Background: an optimization exercise with open tools, aiming at small area. Do not read the settings as production practice. The RTL was checked by simulation tests, not by an equivalence proof against the original design. Power and IR drop assume default switching activity.

// pll
module pll(
	input clk,
	input reset,
	input sig_in,
	input [6:0] phase_adj,      
	input [11:0] delay_adj,     
	input [15:0] default_freq,  
	output osc_out,
	output reg sig_bad,
	output [14-1:0] per_avg);
For scale: roughly 1600 cells after synthesis, about 960 flip-flops, ~54 I/O pins, about 25000 µm² of cells after synthesis.
==> flow/config.mk <==
export PLATFORM = sky130hd
export DESIGN_NAME = pll
export DESIGN_NICKNAME = pll
export VERILOG_FILES = /design/flow/design.v
export SDC_FILE = /design/flow/constraint.sdc
export NUM_CORES = 4
export LEC_CHECK = 0
export CAP_MARGIN = 20
export CORE_MARGIN = 2
export CORE_UTILIZATION = 45
export SLEW_MARGIN = 20
==> flow/constraint.sdc <==
create_clock -name core_clock -period 10.0 [get_ports {clk}]
set_input_delay 2.0000 -clock core_clock [delete_from_list [all_inputs] [get_ports {clk}]]
set_output_delay 2.0000 -clock core_clock [all_outputs]
set_load 0.01 [all_outputs]
standard.sh (not shown) runs the stock make flow with config.mk's settings and CLKGATE_MAP_FILE= SYNTH_SCRIPT=/design/flow/synth_recipe.tcl, a recipe that flattens the netlist after the stock synthesis.
==> flow/flow/run.sh <==
#!/bin/bash
# The standard ORFS layout, with these changes:
# - synthesis: ABC uses an area script, adders are left to ABC (no full-adder
#   cell extraction) and carry chains are mapped as ripple carry;
# - CTS: clkbuf_8 leaf buffers in clusters of up to 20 sinks, no dummy loads;
# - port buffers are buf_1 cells.
# Each step's full output goes to its own log file here.
set -euo pipefail
W=$PWD
sed "s#SYNTH_SCRIPT=[^ ]*#SYNTH_SCRIPT=$W/flow/synth.tcl#" standard.sh > my_standard.sh
export FLOW_ABC_SCRIPT=$W/flow/abc_area.script
export ADDER_MAP_FILE=
export SYNTH_OPERATIONS_ARGS="-extra-map $W/flow/lcu_ripple.v"
export CTS_ARGS="-sink_clustering_enable -repair_clock_nets -dont_use_dummy_load -buf_list sky130_fd_sc_hd__clkbuf_8 -sink_clustering_size 24 -sink_clustering_max_diameter 30"
export BUFFER_PORTS_ARGS="-buffer_cell sky130_fd_sc_hd__buf_1"
bash my_standard.sh synth > synth.log 2>&1
bash my_standard.sh finish > finish.log 2>&1
==> flow/flow/abc_area.script <==
strash
&get -n
&fraig -x
&put
scorr
dc2
strash
&get -n
&dch -f
&nf
&put
==> flow/flow/lcu_ripple.v <==
(* techmap_celltype = "$lcu" *)
module _lcu_ripple (P, G, CI, CO);
	parameter WIDTH = 2;
	(* force_downto *)
	input [WIDTH-1:0] P, G;
	input CI;
	(* force_downto *)
	output [WIDTH-1:0] CO;
	genvar i;
	generate
		for (i = 0; i < WIDTH; i = i + 1) begin : stage
			if (i == 0)
				assign CO[0] = G[0] | (P[0] & CI);
			else
				assign CO[i] = G[i] | (P[i] & CO[i-1]);
		end
	endgenerate
endmodule
==> flow/flow/synth.tcl <==
# The standard flow's synthesis script (synth_recipe.tcl), with one change: ABC maps the
# logic with an area-oriented script (flow/abc_area.script) in place of
# ORFS's delay-oriented one. Registers are mapped before ABC runs, so they
# are the standard synthesis's.
proc synth {args} { yosys synth -nofsm -noshare {*}$args }
proc abc {args} {
  set i [lsearch $args -script]
  if {$i >= 0} {
    set args [lreplace $args $i [expr {$i + 1}] -script $::env(FLOW_ABC_SCRIPT)]
  }
  yosys abc {*}$args
}
source $::env(SCRIPTS_DIR)/synth.tcl
# left out here: clear keep_hierarchy, flatten, clean up, hide names made inside functions, write 1_2_yosys.v
Change:
--- a/flow/flow/run.sh
+++ b/flow/flow/run.sh
@@ -14 +14 @@
-export CTS_ARGS="-sink_clustering_enable -repair_clock_nets -dont_use_dummy_load -buf_list sky130_fd_sc_hd__clkbuf_8 -sink_clustering_size 24 -sink_clustering_max_diameter 30"
+export CTS_ARGS="-sink_clustering_enable -repair_clock_nets -dont_use_dummy_load -buf_list sky130_fd_sc_hd__clkbuf_16 -sink_clustering_size 40 -sink_clustering_max_diameter 60"
Result: The changed run went through all stages and came out clean. Fmax barely changes. Power falls by a little under a tenth. Sequential power stays flat. Worst setup slack got worse by 0.0068 ns. Cell count falls by a few percent. Count of clock-buffer cells in the layout falls by 92. Clock skew rises by 0.024 ns.
Change:
--- a/flow/flow/run.sh
+++ b/flow/flow/run.sh
@@ -14 +14 @@
-export CTS_ARGS="-sink_clustering_enable -repair_clock_nets -dont_use_dummy_load -buf_list sky130_fd_sc_hd__clkbuf_16 -sink_clustering_size 40 -sink_clustering_max_diameter 60"
+export CTS_ARGS="-sink_clustering_enable -repair_clock_nets -dont_use_dummy_load -buf_list sky130_fd_sc_hd__clkbuf_8 -sink_clustering_size 20 -sink_clustering_max_diameter 50"
Result: The changed run finished clean. Maximum frequency came out lower slightly. Sequential power hardly moves. Worst setup slack gets worse by 0.032 ns. Utilization decreases by 0.25 points. Non-clock buffer count is unchanged. Wire length rises slightly. Total power went down by a few percent. Cell area is lower slightly. Final cell count increases slightly. Combinational power stays flat. Area after synthesis does not change.

* * *

Setup of job 2381:
The RTL this note starts from:
==> flow/design.v <==
module pll(
	input clk,
	input reset,
	input sig_in,
	input [6:0] phase_adj,      
	input [11:0] delay_adj,     
	input [15:0] default_freq,  
	output osc_out,
	output reg sig_bad,
	output [14-1:0] per_avg);
	reg [15:0] freq, freq_nxt, diff;
	reg        pd_up_d, pd_dn_d;
	reg        fb, fb_nxt, fb_d1, sig, sig_dly, sig_buf_dly, osc, osc_dly;
	reg        sig_bad_nxt;
	reg [768 - 1:0] sig_buffer;
	wire sig_buf = sig_buffer[768 - 1];
	reg [23:0] ctr, ctr_nxt, osc_nxt;
	reg [16:0] freq_nxt_x;
	assign osc_out = ctr[23];
	always @(*) begin
		ctr_nxt = ctr + {8'b0, freq};
		osc_nxt = ctr_nxt + {phase_adj, 17'b0};
		freq_nxt_x = {1'b0, freq} + {diff[15], diff};
		if(!reset)
			freq_nxt = default_freq;
		else if(freq_nxt_x[16])
			freq_nxt = 16'hFFFF;  
		else
			freq_nxt = freq_nxt_x[15:0];
	end
	always @(posedge clk or negedge reset) begin
		if(!reset) begin
			ctr     <= 24'b0;
			osc     <= 1'b0;
		end else begin
			ctr     <= ctr_nxt;
			osc     <= osc_nxt[23];
		end
	end
	always @(posedge clk) begin
		freq    <= freq_nxt;
		osc_dly <= osc;
		pd_up_d <= pd_up;
		pd_dn_d <= pd_dn;
	end
	reg [1:0] err, err_prev, err_dif;
	reg       pd_up, pd_up_nxt, pd_dn, pd_dn_nxt;
	wire sig_edge = sig_buf && !sig_buf_dly;
	wire fb_edge;
	always @(*) begin
		pd_up_nxt = ((pd_up && pd_dn) || sig_bad) ? 1'b0 : pd_up | sig_edge;
		pd_dn_nxt = ((pd_up && pd_dn) || sig_bad) ? 1'b0 : pd_dn | fb_edge;
		err      = {1'b0, pd_up} - {1'b0, pd_dn};
		err_prev = {1'b0, pd_up_d} - {1'b0, pd_dn_d};
		err_dif  = err - err_prev;
		diff     = {{9{err[1]}}, err, 5'b0} + {err_dif, 14'b0};
	end
	always @(posedge clk or negedge reset) begin
		if(!reset) begin
			pd_up   <= 1'b0;
			pd_dn   <= 1'b0;
		end else begin
			pd_up   <= pd_up_nxt;
			pd_dn   <= pd_dn_nxt;
		end
	end
	reg [11:0] dly_ctr, dly_ctr_nxt;
	always @(*) begin
		dly_ctr_nxt = dly_ctr;
		fb_nxt = fb;
		if(osc ^ osc_dly)
			dly_ctr_nxt = dly_ctr;
		else begin
			if(!dly_ctr)
				fb_nxt = osc;
			else
				dly_ctr_nxt = dly_ctr - 1;
			if(osc_nxt[23] ^ osc)
				dly_ctr_nxt = delay_adj;
		end
	end
	always @(posedge clk or negedge reset) begin
		if(!reset) begin
			dly_ctr   <= 12'b0;
			sig       <= 1'b0;
		end else begin
			dly_ctr   <= dly_ctr_nxt;
			sig       <= sig_in;
		end
	end
	always @(posedge clk) begin
		fb          <= fb_nxt;
		sig_dly     <= sig;
		sig_buf_dly <= sig_buf;
		fb_d1       <= fb;
	end
	reg [14-1:0] per_buffer[4 - 1:0];
	reg [14-1:0] per_ctr, per_ctr_nxt, trn_ctr, trn_ctr_nxt;
	reg     [9:0] bad_lfsr, bad_lfsr_nxt;
	reg           bad_act, bad_act_nxt, bad_evt;
	reg    [11:0] post_bad_ctr, post_bad_ctr_nxt;
	reg     [3:0] flush_ctr, flush_ctr_nxt;
	reg           per_upd, per_upd_nxt, per_upd_d, post_bad_cnt, post_bad_cnt_nxt;
	wire [14:0] per_buf_sum00 = {1'b0, per_buffer[0]} + {1'b0, per_buffer[1]};
	wire [14:0] per_buf_sum01 = {1'b0, per_buffer[2]} + {1'b0, per_buffer[3]};
	wire [14:0] per_buf_sum10 = {1'b0, per_buf_sum00[14:1]} + {1'b0, per_buf_sum01[14:1]};
	wire [14-1:0] per_avg_r = per_buf_sum10[14:1];
	assign per_avg = reset ? per_avg_r : 14'b0;
	wire not_flushed = |(flush_ctr);
	always @(*) begin
		if(per_upd_d)
			per_ctr_nxt = 14'b0;
		else
			per_ctr_nxt = per_ctr + 1;
		per_upd_nxt = fb && !fb_d1;
		if(per_upd_nxt && not_flushed)
			flush_ctr_nxt = flush_ctr - 1;
		else
			flush_ctr_nxt = flush_ctr;
		if(sig ^ sig_dly)
			trn_ctr_nxt = 1'b0;
		else if(trn_ctr == 14'h3FFF)
			trn_ctr_nxt = trn_ctr;
		else
			trn_ctr_nxt = trn_ctr + 1;
		bad_evt = (sig ^ sig_dly && (trn_ctr < {2'b0, per_avg_r[14-1:2]})) ||
		          (trn_ctr > per_avg_r) || not_flushed;
		bad_lfsr_nxt = bad_evt ? 10'h3FF : {bad_lfsr[8:0], bad_lfsr[9] ^ bad_lfsr[6]};
		bad_act_nxt  = bad_evt || (bad_act && bad_lfsr != 10'h1E0);
		post_bad_ctr_nxt = post_bad_ctr;
		post_bad_cnt_nxt = post_bad_cnt;
		if(bad_act) begin
			post_bad_ctr_nxt = per_avg_r[14-1:2];
		end else if(post_bad_ctr && (post_bad_cnt || fb_edge)) begin
			post_bad_ctr_nxt = post_bad_ctr - 1;
			post_bad_cnt_nxt = 1'b1;
		end else if(!post_bad_ctr) begin
			post_bad_ctr_nxt = 12'b0;
			post_bad_cnt_nxt = 1'b0;
		end
		sig_bad_nxt = bad_act || (|(post_bad_ctr));
	end
	always @(posedge clk or negedge reset) begin
		if(!reset) begin
			trn_ctr      <= 14'b0;
			per_upd      <= 1'b1;
			bad_act      <= 1'b0;
			sig_bad      <= 1'b0;
			post_bad_ctr <= 12'b0;
			post_bad_cnt <= 1'b0;
			flush_ctr    <= 8;
		end else begin
			trn_ctr      <= trn_ctr_nxt;
			per_upd      <= per_upd_nxt;
			bad_act      <= bad_act_nxt;
			sig_bad      <= sig_bad_nxt;
			post_bad_ctr <= post_bad_ctr_nxt;
			post_bad_cnt <= post_bad_cnt_nxt;
			flush_ctr    <= flush_ctr_nxt;
		end
	end
	integer i;
	always @(posedge clk) begin
		per_upd_d <= per_upd;
		bad_lfsr  <= bad_lfsr_nxt;
		per_ctr   <= per_ctr_nxt;
		if(per_upd_d) begin
			for(i = 0; i < 4 - 1; i = i + 1)
				per_buffer[i + 1] <= per_buffer[i];
			per_buffer[0] <= per_ctr;
		end
		sig_buffer <= {sig_buffer[768-2:0], sig_dly};
	end
	reg [2:0] fe_n, fe_n_nxt;
	reg [9:0] fe_ctr, fe_ctr_nxt, fe_gap;
	reg [2:0] fe_sel;
	assign fb_edge = (fe_n != 3'd0) && (fe_ctr == 10'd0);
	always @(*) begin
		fe_sel = fe_n - {2'b0, per_upd | per_upd_d};
		case(fe_sel)
			3'd1:    fe_gap = {8'b10111111, per_upd, !per_upd};
			3'd2:    fe_gap = per_buffer[0][9:0];
			3'd3:    fe_gap = per_buffer[1][9:0];
			default: fe_gap = per_buffer[2][9:0];
		endcase
		fe_n_nxt = fe_n + {2'b0, per_upd_nxt} - {2'b0, fb_edge};
		if(fb_edge && fe_n != 3'd1)
			fe_ctr_nxt = fe_gap;
		else if(per_upd_nxt && (fe_n == 3'd0 || fb_edge))
			fe_ctr_nxt = 768 - 1;
		else
			fe_ctr_nxt = fe_ctr - 1;
	end
	always @(posedge clk or negedge reset) begin
		if(!reset)
			fe_n <= 3'd0;
		else
			fe_n <= fe_n_nxt;
	end
	always @(posedge clk)
		fe_ctr <= fe_ctr_nxt;
endmodule
clock: 10.0 ns
lec_check: 0
cap_margin: 20
core_margin: 2
core_utilization: 45
slew_margin: 20
==> flow/flow/run.sh <==
#!/bin/bash
# The standard ORFS layout, with these changes:
# - synthesis: ABC uses an area script, adders are left to ABC (no full-adder
#   cell extraction), carry chains are mapped as ripple carry, and plain
#   additions of two variable operands are ripples of fa_1/ha_1 cells;
# - CTS: clkbuf_8 leaf buffers in clusters of up to 20 sinks, no dummy loads;
# - port buffers are buf_1 cells.
# Each step's full output goes to its own log file here.
set -euo pipefail
W=$PWD
sed "s#SYNTH_SCRIPT=[^ ]*#SYNTH_SCRIPT=$W/flow/synth.tcl#" standard.sh > my_standard.sh
export FLOW_ABC_SCRIPT=$W/flow/abc_area.script
export ADDER_MAP_FILE=
export SYNTH_OPERATIONS_ARGS="-extra-map $W/flow/lcu_ripple.v -extra-map $W/flow/alu_fa.v"
export CTS_ARGS="-sink_clustering_enable -repair_clock_nets -dont_use_dummy_load -buf_list sky130_fd_sc_hd__clkbuf_8 -sink_clustering_size 22 -sink_clustering_max_diameter 70"
export BUFFER_PORTS_ARGS="-buffer_cell sky130_fd_sc_hd__buf_1"
bash my_standard.sh synth > synth.log 2>&1
bash my_standard.sh finish > finish.log 2>&1
Scripts as last shown in full above: flow/flow/abc_area.script, flow/flow/lcu_ripple.v, flow/flow/synth.tcl
Other scripts of this flow, unchanged in this note and not shown: flow/flow/alu_fa.v
For job 6738, these inputs were changed with respect to job 2381:
--- a/flow/flow/run.sh
+++ b/flow/flow/run.sh
@@ -4,5 +4,5 @@
 #   cell extraction), carry chains are mapped as ripple carry, and plain
 #   additions of two variable operands are ripples of fa_1/ha_1 cells;
-# - CTS: clkbuf_8 leaf buffers in clusters of up to 20 sinks, no dummy loads;
+# - CTS: clkbuf_8 leaf buffers in clusters of up to 18 sinks, no dummy loads;
 # - port buffers are buf_1 cells.
 # Each step's full output goes to its own log file here.
@@ -13,5 +13,5 @@
 export ADDER_MAP_FILE=
 export SYNTH_OPERATIONS_ARGS="-extra-map $W/flow/lcu_ripple.v -extra-map $W/flow/alu_fa.v"
-export CTS_ARGS="-sink_clustering_enable -repair_clock_nets -dont_use_dummy_load -buf_list sky130_fd_sc_hd__clkbuf_8 -sink_clustering_size 22 -sink_clustering_max_diameter 70"
+export CTS_ARGS="-sink_clustering_enable -repair_clock_nets -dont_use_dummy_load -buf_list sky130_fd_sc_hd__clkbuf_8 -sink_clustering_size 18 -sink_clustering_max_diameter 80"
 export BUFFER_PORTS_ARGS="-buffer_cell sky130_fd_sc_hd__buf_1"
 bash my_standard.sh synth > synth.log 2>&1
==> flow/flow/abc_area.script <==
strash
&get -n
&fraig -x
&put
scorr
dc2
strash
&get -n
&dch -f
&nf -R 1000
&put
- Synthesized area across job 6738 and job 2381: no real change.
- Layout clock buffer count (job 6738 over job 2381): increase, about 16%
- Internal portion of total power, job 6738 vs job 2381: up slightly
- Job 6738: setup slack 0.0037 ns below job 2381
> inputs changed (job 6738 -> job 2116)
--- a/flow/flow/run.sh
+++ b/flow/flow/run.sh
@@ -4,5 +4,5 @@
 #   cell extraction), carry chains are mapped as ripple carry, and plain
 #   additions of two variable operands are ripples of fa_1/ha_1 cells;
-# - CTS: clkbuf_8 leaf buffers in clusters of up to 18 sinks, no dummy loads;
+# - CTS: clkbuf_8 leaf buffers in clusters of up to 20 sinks, no dummy loads;
 # - port buffers are buf_1 cells.
 # Each step's full output goes to its own log file here.
@@ -13,5 +13,5 @@
 export ADDER_MAP_FILE=
 export SYNTH_OPERATIONS_ARGS="-extra-map $W/flow/lcu_ripple.v -extra-map $W/flow/alu_fa.v"
-export CTS_ARGS="-sink_clustering_enable -repair_clock_nets -dont_use_dummy_load -buf_list sky130_fd_sc_hd__clkbuf_8 -sink_clustering_size 18 -sink_clustering_max_diameter 80"
+export CTS_ARGS="-sink_clustering_enable -repair_clock_nets -dont_use_dummy_load -buf_list sky130_fd_sc_hd__clkbuf_8 -sink_clustering_size 20 -sink_clustering_max_diameter 80"
 export BUFFER_PORTS_ARGS="-buffer_cell sky130_fd_sc_hd__buf_1"
 bash my_standard.sh synth > synth.log 2>&1
==> flow/flow/abc_area.script <==
strash
&get -n
&fraig -x
&put
scorr
dc2
strash
&get -n
&dch -f
&nf
&put
==> run notes <==
The synthesis-to-layout area growth of job 2116 falls short of that of job 6738 by 0.17 points. The die area on job 6738 is in line with that on job 2116. Job 2116 -> job 6738: cell area flat. Going from job 6738 to job 2116, final cycle utilization of the critical path stayed essentially flat, first-pass iteration count of the detailed router dropped 2.

==> what the ideal ports hide <==
In the flow no input, the clock included, has a driving cell. The finished layouts below were timed again as built, in two steps. Step 1, drivers: a clkbuf_16 drives clk and a buf_2 each remaining input, both assumed. Step 2 times the ports against the registers' clock, not the clock port: input delays grow and output delays shrink by t, the midpoint of the rising clock arrivals with the driver on. a / b / c = ideal / step 1 / step 2; a / b = the first two.
run | shift t [ns] | setup WS [ns] | hold WS [ns] | worst setup path at the end | clock arrival spread, ns
the first run of note 1 | 0.769 | 0.581 / 0.529 / 1.298 | 0.268 / 0.268 / 0.268 | register to output | 0.096 / 0.096
the second run of note 1 | 0.631 | 0.575 / 0.518 / 1.150 | 0.249 / 0.249 / 0.249 | register to output | 0.095 / 0.095
the third run of note 1 | 0.678 | 0.543 / 0.492 / 1.170 | 0.264 / 0.264 / 0.264 | register to output | 0.101 / 0.101
job 2381 | 0.679 | 0.277 / 0.226 / 0.435 | 0.300 / 0.300 / 0.300 | register to register | 0.066 / 0.066
job 6738 | 0.698 | 0.273 / 0.226 / 0.427 | 0.309 / 0.309 / 0.309 | register to register | 0.042 / 0.043
job 2116 | 0.687 | 0.285 / 0.235 / 0.444 | 0.309 / 0.309 / 0.309 | register to register | 0.058 / 0.058
After both steps every run listed still meets setup and hold.
